Background: an optimization exercise with open tools, aiming at small area. Do not read the settings as production practice. RTL that was checked went through simulation tests only; none was proved equivalent to the original. No driver is modelled on the clock port, so clock power and skew are understated where the tree is cut down; a real chip needs a root buffer or a tree. Power and IR drop assume default switching activity.

==> flow/design.v <==
module user_logic
(
  IR_signal,
  Interrupt,
  Bus2IP_Clk,
  Bus2IP_Reset,
  Bus2IP_Data,
  Bus2IP_BE,
  Bus2IP_RdCE,
  Bus2IP_WrCE,
  IP2Bus_Data,
  IP2Bus_RdAck,
  IP2Bus_WrAck,
  IP2Bus_Error
);
parameter C_SLV_DWIDTH                   = 32;
parameter C_NUM_REG                      = 3;
input                                     IR_signal;
output                                    Interrupt;
input                                     Bus2IP_Clk;
input                                     Bus2IP_Reset;
input      [0 : C_SLV_DWIDTH-1]           Bus2IP_Data;
input      [0 : C_SLV_DWIDTH/8-1]         Bus2IP_BE;
input      [0 : C_NUM_REG-1]              Bus2IP_RdCE;
input      [0 : C_NUM_REG-1]              Bus2IP_WrCE;
output     [0 : C_SLV_DWIDTH-1]           IP2Bus_Data;
output                                    IP2Bus_RdAck;
output                                    IP2Bus_WrAck;
output                                    IP2Bus_Error;
  localparam [11:0] Y_RST  = 12'b100110100010;
  localparam [11:0] Y_A    = 12'b111011101000;
  localparam [11:0] Y_E    = 12'b000101110111;
  localparam [11:0] M_E    = 12'b111101111011;
  localparam [11:0] Y_T    = 12'b101110111000;
  localparam [11:0] M_T    = 12'b111111011100;
  localparam [11:0] Y_W    = 12'b111011100010;
  localparam [11:0] M_W    = 12'b111101110011;
  reg  [11:0] y;
  wire te = ((y & M_E) == (Y_E & M_E));
  wire tt = ((y & M_T) == (Y_T & M_T));
  wire tw = ((y & M_W) == (Y_W & M_W));
  always @(posedge Bus2IP_Clk)
    if (Bus2IP_Reset)  y <= Y_RST;
    else if (tw)       y <= Y_A;
    else               y <= {y[10:0], y[11] ^ y[10] ^ y[9] ^ y[3]};
  reg ir_d;
  always @(posedge Bus2IP_Clk)
    ir_d <= IR_signal;
  wire lvl_low  = ~ir_d & ~IR_signal;
  wire lvl_high =  ir_d &  IR_signal;
  reg  [6:0]  n1;      
  reg         wflag;   
  reg         sflag;   
  reg  [12:0] sr;      
  reg         pend;    
  wire lo_ok  = ~n1[3] & ~n1[2] & ~(n1[1] & n1[0]);
  wire r_zero = lo_ok & (n1[6:4] == 3'b001);
  wire r_one  = lo_ok & (n1[6:4] == 3'b010);
  wire r_strt = lo_ok & (n1[6:4] == 3'b100);
  wire send   = sflag & sr[0];
  wire dec    = lvl_high & wflag & sflag & (r_zero | r_one);
  wire ld     = lvl_high & r_strt & ~send;
  always @(posedge Bus2IP_Clk)
    if (Bus2IP_Reset) begin
      n1    <= 7'd1;
      wflag <= 1'b0;
      sflag <= 1'b0;
    end else if (te) begin
      if (IR_signal)             n1 <= 7'd1;
      else if (~(n1[6] & n1[5])) n1 <= n1 + 7'd1;
      if (lvl_low)               wflag <= 1'b1;
      else if (dec)              wflag <= 1'b0;
      if (send)                  sflag <= 1'b0;
      else if (ld)               sflag <= 1'b1;
    end
  wire sr_ld   = te & ld;
  wire sr_sh   = te & dec;
  wire sr_hold = ~(sr_ld | sr_sh);
  wire [12:0] sr_d;
  ul_ao22 u_sr [11:0] (.a(sr_sh), .b(sr[12:1]), .c(sr_hold), .d(sr[11:0]), .y(sr_d[11:0]));
  assign sr_d[12] = (sr_sh & r_one) | (sr_hold & sr[12]) | sr_ld;
  always @(posedge Bus2IP_Clk)
    sr <= sr_d;
  reg  [0:11] reg0;
  reg  [31:0] reg1;
  reg  [0:15] reg2_hi;
  reg         irq;
  wire do_send = tt & pend;
  wire set_irq = tw & pend;
  wire clr_irq = irq & (reg2_hi == 16'h1000);
  wire wr2     = (Bus2IP_WrCE == 3'b001);
  always @(posedge Bus2IP_Clk)
    if (Bus2IP_Reset)               pend <= 1'b0;
    else if (te & send)             pend <= 1'b1;
    else if (r1_c[32])              pend <= 1'b0;
    else if (tw)                    pend <= 1'b0;
  wire r0_ld   = do_send & ~Bus2IP_Reset;
  wire r0_hold = ~do_send & ~Bus2IP_Reset;
  wire [0:11] reg0_d;
  ul_ao22 u_r0 [0:11] (.a(r0_ld), .b(sr[12:1]), .c(r0_hold), .d(reg0), .y(reg0_d));
  always @(posedge Bus2IP_Clk)
    reg0 <= reg0_d;
  wire [32:0] r1_c;
  assign r1_c[0] = do_send;
  genvar gi;
  generate
    for (gi = 0; gi < 32; gi = gi + 1) begin : g_r1
      assign r1_c[gi+1] = r1_c[gi] & reg1[gi];
      always @(posedge Bus2IP_Clk)
        reg1[gi] <= ~Bus2IP_Reset & (reg1[gi] ^ r1_c[gi]);
    end
  endgenerate
  always @(posedge Bus2IP_Clk)
    if (Bus2IP_Reset) begin
      irq     <= 1'b0;
    end else begin
      if (clr_irq)      irq <= 1'b0;
      else if (set_irq) irq <= 1'b1;
    end
  wire we_b0   = wr2 & Bus2IP_BE[0] & ~Bus2IP_Reset;
  wire we_b1   = wr2 & Bus2IP_BE[1] & ~Bus2IP_Reset;
  wire keep_b0 = ~(wr2 & Bus2IP_BE[0]) & ~(clr_irq | set_irq) & ~Bus2IP_Reset;
  wire keep_b1 = ~(wr2 & Bus2IP_BE[1]) & ~(clr_irq | set_irq) & ~Bus2IP_Reset;
  wire [0:15] reg2_d;
  ul_ao22 u_r2a [0:7] (.a(we_b0), .b(Bus2IP_Data[0:7]),  .c(keep_b0), .d(reg2_hi[0:7]),  .y(reg2_d[0:7]));
  ul_ao22 u_r2b [0:7] (.a(we_b1), .b(Bus2IP_Data[8:15]), .c(keep_b1), .d(reg2_hi[8:15]), .y(reg2_d[8:15]));
  always @(posedge Bus2IP_Clk)
    reg2_hi <= reg2_d;
  assign Interrupt = irq;
  wire rd0 = (Bus2IP_RdCE == 3'b100);
  wire rd1 = (Bus2IP_RdCE == 3'b010);
  wire rd2 = (Bus2IP_RdCE == 3'b001);
  assign IP2Bus_Data  = ({32{rd0}} & {20'b0, reg0})
                      | ({32{rd1}} & reg1)
                      | ({32{rd2}} & {reg2_hi, irq, 15'b0});
  assign IP2Bus_WrAck = Bus2IP_WrCE[0] | Bus2IP_WrCE[1] | Bus2IP_WrCE[2];
  assign IP2Bus_RdAck = Bus2IP_RdCE[0] | Bus2IP_RdCE[1] | Bus2IP_RdCE[2];
  assign IP2Bus_Error = 1'b0;
endmodule
module ul_ao22 (input a, input b, input c, input d, output y);
  assign y = (a & b) | (c & d);
endmodule
module ul_cnt_bit (input q, input ci, input rst, output d, output co);
  assign d  = ~rst & (q ^ ci);
  assign co = q & ci;
endmodule
Settings: LEC_CHECK=0, CAP_MARGIN=20, CORE_MARGIN=2, CORE_UTILIZATION=65, SLEW_MARGIN=20, SYNTH_HIERARCHICAL=1; clock period 10.0 ns.
standard.sh (not shown) runs the stock make flow with config.mk's settings and CLKGATE_MAP_FILE= SYNTH_SCRIPT=/design/flow/synth_recipe.tcl, a recipe that flattens the netlist after the stock synthesis.
==> flow/flow/run.sh <==
#!/bin/bash
# The standard layout (standard synthesis unchanged) with three changes:
#  * port buffers are buf_1 instead of the default clkdlybuf4s50_1;
#  * the clock tree is rebuilt after CTS by clock_tree.tcl (POST_CTS hook):
#    CLK_NBUF buffers of type CLK_BUF_CELL, each fed from the clock port;
#  * CTS itself inserts no dummy loads.
# The full make output goes to flow_make.log in the work folder; ORFS's own
# per-step logs are under orfs/logs.
set -euo pipefail
cd "$(dirname "$0")/.."
export CLK_NBUF=3
export CLK_BUF_CELL=sky130_fd_sc_hd__clkbuf_16
bash standard.sh \
  BUFFER_PORTS_ARGS="-buffer_cell sky130_fd_sc_hd__buf_1" \
  CTS_ARGS="-sink_clustering_enable -repair_clock_nets -dont_use_dummy_load -buf_list sky130_fd_sc_hd__clkbuf_8" \
  POST_CTS_TCL="$(pwd)/flow/clock_tree.tcl" \
  finish > flow_make.log 2>&1
Other scripts of this flow, unchanged in this note and not shown: flow/flow/clock_tree.tcl
Edit:
--- a/flow/design.v
+++ b/flow/design.v
@@ -86,4 +86,5 @@
   reg  [0:15] reg2_hi;
   reg         irq;
+  wire [32:0] r1_c;    
   wire do_send = tt & pend;
   wire set_irq = tw & pend;
@@ -101,5 +102,4 @@
   always @(posedge Bus2IP_Clk)
     reg0 <= reg0_d;
-  wire [32:0] r1_c;
   assign r1_c[0] = do_send;
   genvar gi;
@@ -141,6 +141,2 @@
   assign y = (a & b) | (c & d);
 endmodule
-module ul_cnt_bit (input q, input ci, input rst, output d, output co);
-  assign d  = ~rst & (q ^ ci);
-  assign co = q & ci;
-endmodule
Effect:
- The changed run produced a clean layout
- sequential power barely changes
- routed wire length stays the same
- synthesized cell count stays the same
- via count stays the same
- synthesized area stays the same
- first-iteration DRC count stays the same
- worst setup slack is unchanged
- cell count does not change
- global-route usage does not change
For the first run of this note, only the layout was checked, not whether the RTL still works. In every run of this note, the design's own scripts or RTL, not TritonCTS, make the clock network.

========
Another version of the RTL of user_logic (not shown whole).
Size: about 81 I/O pins, about 4100 um2 of cells after synthesis.
==> module user_logic, before the edit <==
module user_logic
(
  IR_signal,
  Interrupt,
  Bus2IP_Clk,
  Bus2IP_Reset,
  Bus2IP_Data,
  Bus2IP_BE,
  Bus2IP_RdCE,
  Bus2IP_WrCE,
  IP2Bus_Data,
  IP2Bus_RdAck,
  IP2Bus_WrAck,
  IP2Bus_Error
);
parameter C_SLV_DWIDTH                   = 32;
parameter C_NUM_REG                      = 3;
input                                     IR_signal;
output                                    Interrupt;
input                                     Bus2IP_Clk;
input                                     Bus2IP_Reset;
input      [0 : C_SLV_DWIDTH-1]           Bus2IP_Data;
input      [0 : C_SLV_DWIDTH/8-1]         Bus2IP_BE;
input      [0 : C_NUM_REG-1]              Bus2IP_RdCE;
input      [0 : C_NUM_REG-1]              Bus2IP_WrCE;
output     [0 : C_SLV_DWIDTH-1]           IP2Bus_Data;
output                                    IP2Bus_RdAck;
output                                    IP2Bus_WrAck;
output                                    IP2Bus_Error;
  localparam [11:0] Y_RST  = 12'b100110100010;
  localparam [11:0] Y_A    = 12'b111011101000;
  localparam [11:0] Y_E    = 12'b000101110111;
  localparam [11:0] M_E    = 12'b111101111011;
  localparam [11:0] Y_T    = 12'b101110111000;
  localparam [11:0] M_T    = 12'b111111011100;
  localparam [11:0] Y_W    = 12'b111011100010;
  localparam [11:0] M_W    = 12'b111101110011;
  reg  [11:0] y;
  wire te = ((y & M_E) == (Y_E & M_E));
  wire tt = ((y & M_T) == (Y_T & M_T));
  wire tw = ((y & M_W) == (Y_W & M_W));
  always @(posedge Bus2IP_Clk)
    if (Bus2IP_Reset)  y <= Y_RST;
    else if (tw)       y <= Y_A;
    else               y <= {y[10:0], y[11] ^ y[10] ^ y[9] ^ y[3]};
  reg ir_d;
  always @(posedge Bus2IP_Clk)
    ir_d <= IR_signal;
  wire lvl_low  = ~ir_d & ~IR_signal;
  wire lvl_high =  ir_d &  IR_signal;
  reg  [6:0]  n1;      
  reg         wflag;   
  reg         sflag;   
  reg  [12:0] sr;      
  reg         pend;    
  wire lo_ok  = ~n1[3] & ~n1[2] & ~(n1[1] & n1[0]);
  wire r_zero = lo_ok & (n1[6:4] == 3'b001);
  wire r_one  = lo_ok & (n1[6:4] == 3'b010);
  wire r_strt = lo_ok & (n1[6:4] == 3'b100);
  wire send   = sflag & sr[0];
  wire dec    = lvl_high & wflag & sflag & (r_zero | r_one);
  wire ld     = lvl_high & r_strt & ~send;
  always @(posedge Bus2IP_Clk)
    if (Bus2IP_Reset) begin
      n1    <= 7'd1;
      wflag <= 1'b0;
      sflag <= 1'b0;
    end else if (te) begin
      if (IR_signal)             n1 <= 7'd1;
      else if (~(n1[6] & n1[5])) n1 <= n1 + 7'd1;
      if (lvl_low)               wflag <= 1'b1;
      else if (dec)              wflag <= 1'b0;
      if (send)                  sflag <= 1'b0;
      else if (ld)               sflag <= 1'b1;
    end
  always @(posedge Bus2IP_Clk)
    if (te & ld)       sr <= 13'h1000;
    else if (te & dec) sr <= {r_one, sr[12:1]};
  reg  [0:11] reg0;
  reg  [31:0] reg1;
  reg  [0:15] reg2_hi;
  reg         irq;
  wire do_send = tt & pend;
  wire set_irq = tw & pend;
  wire clr_irq = irq & (reg2_hi == 16'h1000);
  wire wr2     = (Bus2IP_WrCE == 3'b001);
  always @(posedge Bus2IP_Clk)
    if (Bus2IP_Reset)               pend <= 1'b0;
    else if (te & send)             pend <= 1'b1;
    else if (r1_c[32])              pend <= 1'b0;
    else if (tw)                    pend <= 1'b0;
  wire r0_ld   = do_send & ~Bus2IP_Reset;
  wire r0_hold = ~do_send & ~Bus2IP_Reset;
  always @(posedge Bus2IP_Clk)
    reg0 <= ({12{r0_ld}} & sr[12:1]) | ({12{r0_hold}} & reg0);
  wire [32:0] r1_c;
  assign r1_c[0] = do_send;
  genvar gi;
  generate
    for (gi = 0; gi < 32; gi = gi + 1) begin : g_r1
      assign r1_c[gi+1] = r1_c[gi] & reg1[gi];
      always @(posedge Bus2IP_Clk)
        reg1[gi] <= ~Bus2IP_Reset & (reg1[gi] ^ r1_c[gi]);
    end
  endgenerate
  always @(posedge Bus2IP_Clk)
    if (Bus2IP_Reset) begin
      irq     <= 1'b0;
    end else begin
      if (clr_irq)      irq <= 1'b0;
      else if (set_irq) irq <= 1'b1;
    end
  wire we_b0   = wr2 & Bus2IP_BE[0] & ~Bus2IP_Reset;
  wire we_b1   = wr2 & Bus2IP_BE[1] & ~Bus2IP_Reset;
  wire keep_b0 = ~(wr2 & Bus2IP_BE[0]) & ~(clr_irq | set_irq) & ~Bus2IP_Reset;
  wire keep_b1 = ~(wr2 & Bus2IP_BE[1]) & ~(clr_irq | set_irq) & ~Bus2IP_Reset;
  always @(posedge Bus2IP_Clk) begin
    reg2_hi[0:7]  <= ({8{we_b0}} & Bus2IP_Data[0:7])  | ({8{keep_b0}} & reg2_hi[0:7]);
    reg2_hi[8:15] <= ({8{we_b1}} & Bus2IP_Data[8:15]) | ({8{keep_b1}} & reg2_hi[8:15]);
  end
  assign Interrupt = irq;
  wire rd0 = (Bus2IP_RdCE == 3'b100);
  wire rd1 = (Bus2IP_RdCE == 3'b010);
  wire rd2 = (Bus2IP_RdCE == 3'b001);
  assign IP2Bus_Data  = ({32{rd0}} & {20'b0, reg0})
                      | ({32{rd1}} & reg1)
                      | ({32{rd2}} & {reg2_hi, irq, 15'b0});
  assign IP2Bus_WrAck = Bus2IP_WrCE[0] | Bus2IP_WrCE[1] | Bus2IP_WrCE[2];
  assign IP2Bus_RdAck = Bus2IP_RdCE[0] | Bus2IP_RdCE[1] | Bus2IP_RdCE[2];
  assign IP2Bus_Error = 1'b0;
endmodule
clock: 10.0 ns
lec_check: 0
cap_margin: 20
core_margin: 2
core_utilization: 65
slew_margin: 20
Scripts as last shown in full above: flow/flow/run.sh
Other scripts of this flow, unchanged in this note and not shown: flow/flow/clock_tree.tcl
Change:
--- a/flow/design.v
+++ b/flow/design.v
@@ -70,15 +70,20 @@
       else if (~(n1[6] & n1[5])) n1 <= n1 + 7'd1;
       if (lvl_low)               wflag <= 1'b1;
       else if (dec)              wflag <= 1'b0;
       if (send)                  sflag <= 1'b0;
       else if (ld)               sflag <= 1'b1;
     end
+  wire sr_ld   = te & ld;
+  wire sr_sh   = te & dec;
+  wire sr_hold = ~(sr_ld | sr_sh);
+  wire [12:0] sr_d;
+  ul_ao22 u_sr [11:0] (.a(sr_sh), .b(sr[12:1]), .c(sr_hold), .d(sr[11:0]), .y(sr_d[11:0]));
+  assign sr_d[12] = (sr_sh & r_one) | (sr_hold & sr[12]) | sr_ld;
   always @(posedge Bus2IP_Clk)
-    if (te & ld)       sr <= 13'h1000;
-    else if (te & dec) sr <= {r_one, sr[12:1]};
+    sr <= sr_d;
   reg  [0:11] reg0;
   reg  [31:0] reg1;
   reg  [0:15] reg2_hi;
   reg         irq;
   wire do_send = tt & pend;
   wire set_irq = tw & pend;
@@ -88,22 +93,25 @@
     if (Bus2IP_Reset)               pend <= 1'b0;
     else if (te & send)             pend <= 1'b1;
     else if (r1_c[32])              pend <= 1'b0;
     else if (tw)                    pend <= 1'b0;
   wire r0_ld   = do_send & ~Bus2IP_Reset;
   wire r0_hold = ~do_send & ~Bus2IP_Reset;
+  wire [0:11] reg0_d;
+  ul_ao22 u_r0 [0:11] (.a(r0_ld), .b(sr[12:1]), .c(r0_hold), .d(reg0), .y(reg0_d));
   always @(posedge Bus2IP_Clk)
-    reg0 <= ({12{r0_ld}} & sr[12:1]) | ({12{r0_hold}} & reg0);
+    reg0 <= reg0_d;
   wire [32:0] r1_c;
   assign r1_c[0] = do_send;
   genvar gi;
   generate
     for (gi = 0; gi < 32; gi = gi + 1) begin : g_r1
-      assign r1_c[gi+1] = r1_c[gi] & reg1[gi];
+      wire d;
+      ul_cnt_bit u_c (.q(reg1[gi]), .ci(r1_c[gi]), .rst(Bus2IP_Reset), .d(d), .co(r1_c[gi+1]));
       always @(posedge Bus2IP_Clk)
-        reg1[gi] <= ~Bus2IP_Reset & (reg1[gi] ^ r1_c[gi]);
+        reg1[gi] <= d;
     end
   endgenerate
   always @(posedge Bus2IP_Clk)
     if (Bus2IP_Reset) begin
       irq     <= 1'b0;
     end else begin
@@ -111,21 +119,29 @@
       else if (set_irq) irq <= 1'b1;
     end
   wire we_b0   = wr2 & Bus2IP_BE[0] & ~Bus2IP_Reset;
   wire we_b1   = wr2 & Bus2IP_BE[1] & ~Bus2IP_Reset;
   wire keep_b0 = ~(wr2 & Bus2IP_BE[0]) & ~(clr_irq | set_irq) & ~Bus2IP_Reset;
   wire keep_b1 = ~(wr2 & Bus2IP_BE[1]) & ~(clr_irq | set_irq) & ~Bus2IP_Reset;
-  always @(posedge Bus2IP_Clk) begin
-    reg2_hi[0:7]  <= ({8{we_b0}} & Bus2IP_Data[0:7])  | ({8{keep_b0}} & reg2_hi[0:7]);
-    reg2_hi[8:15] <= ({8{we_b1}} & Bus2IP_Data[8:15]) | ({8{keep_b1}} & reg2_hi[8:15]);
-  end
+  wire [0:15] reg2_d;
+  ul_ao22 u_r2a [0:7] (.a(we_b0), .b(Bus2IP_Data[0:7]),  .c(keep_b0), .d(reg2_hi[0:7]),  .y(reg2_d[0:7]));
+  ul_ao22 u_r2b [0:7] (.a(we_b1), .b(Bus2IP_Data[8:15]), .c(keep_b1), .d(reg2_hi[8:15]), .y(reg2_d[8:15]));
+  always @(posedge Bus2IP_Clk)
+    reg2_hi <= reg2_d;
   assign Interrupt = irq;
   wire rd0 = (Bus2IP_RdCE == 3'b100);
   wire rd1 = (Bus2IP_RdCE == 3'b010);
   wire rd2 = (Bus2IP_RdCE == 3'b001);
   assign IP2Bus_Data  = ({32{rd0}} & {20'b0, reg0})
                       | ({32{rd1}} & reg1)
                       | ({32{rd2}} & {reg2_hi, irq, 15'b0});
   assign IP2Bus_WrAck = Bus2IP_WrCE[0] | Bus2IP_WrCE[1] | Bus2IP_WrCE[2];
   assign IP2Bus_RdAck = Bus2IP_RdCE[0] | Bus2IP_RdCE[1] | Bus2IP_RdCE[2];
   assign IP2Bus_Error = 1'b0;
 endmodule
+module ul_ao22 (input a, input b, input c, input d, output y);
+  assign y = (a & b) | (c & d);
+endmodule
+module ul_cnt_bit (input q, input ci, input rst, output d, output co);
+  assign d  = ~rst & (q ^ ci);
+  assign co = q & ci;
+endmodule
Total power came out lower by 0.56%.
Sequential cell count stays the same.
Sequential power barely changes.
Clock power hardly moves.
Synthesized area is lower by 1.7%.
Routed wire length went down by 3.7%.
Design area shrinks by 2.2%.
No run of this note takes its clock network from TritonCTS; it comes from the design's own scripts or RTL.

## afterwards: timing with drivers on the ports
How much do the figures lean on ideal ports? The routed layouts below were timed once more, with nothing changed but the port constraints.
Step 1 sets driving cells, clkbuf_16 on the clock port and buf_2 on the other inputs (assumed; they add their load-dependent delay and slew).
Step 2 adds t to the input delays and takes it off the output delays; t is the mean of the earliest and latest rising clock arrival at the registers after step 1. Input paths then give back, and output paths get back, about the clock's delay inside the block.
a / b / c = ideal / step 1 / step 2; a / b = the first two.
run | t, ns | slack for setup (ns) | worst register clock-pin slew, ns | worst slew at a driven data input, ns | pins driven straight from the clock port
the first run of note 1 | 0.230 | 3.084 / 3.084 / 3.084 | 0.12 / 0.12 | 0.03 | 3
the second run of note 1 | 0.230 | 3.084 / 3.084 / 3.084 | 0.12 / 0.12 | 0.03 | 3
the first run of note 2 | 0.231 | 2.813 / 2.813 / 2.813 | 0.12 / 0.12 | 0.03 | 3
the second run of note 2 | 0.232 | 2.191 / 2.191 / 2.191 | 0.11 / 0.11 | 0.03 | 3
After both steps setup and hold are still met in every run listed.
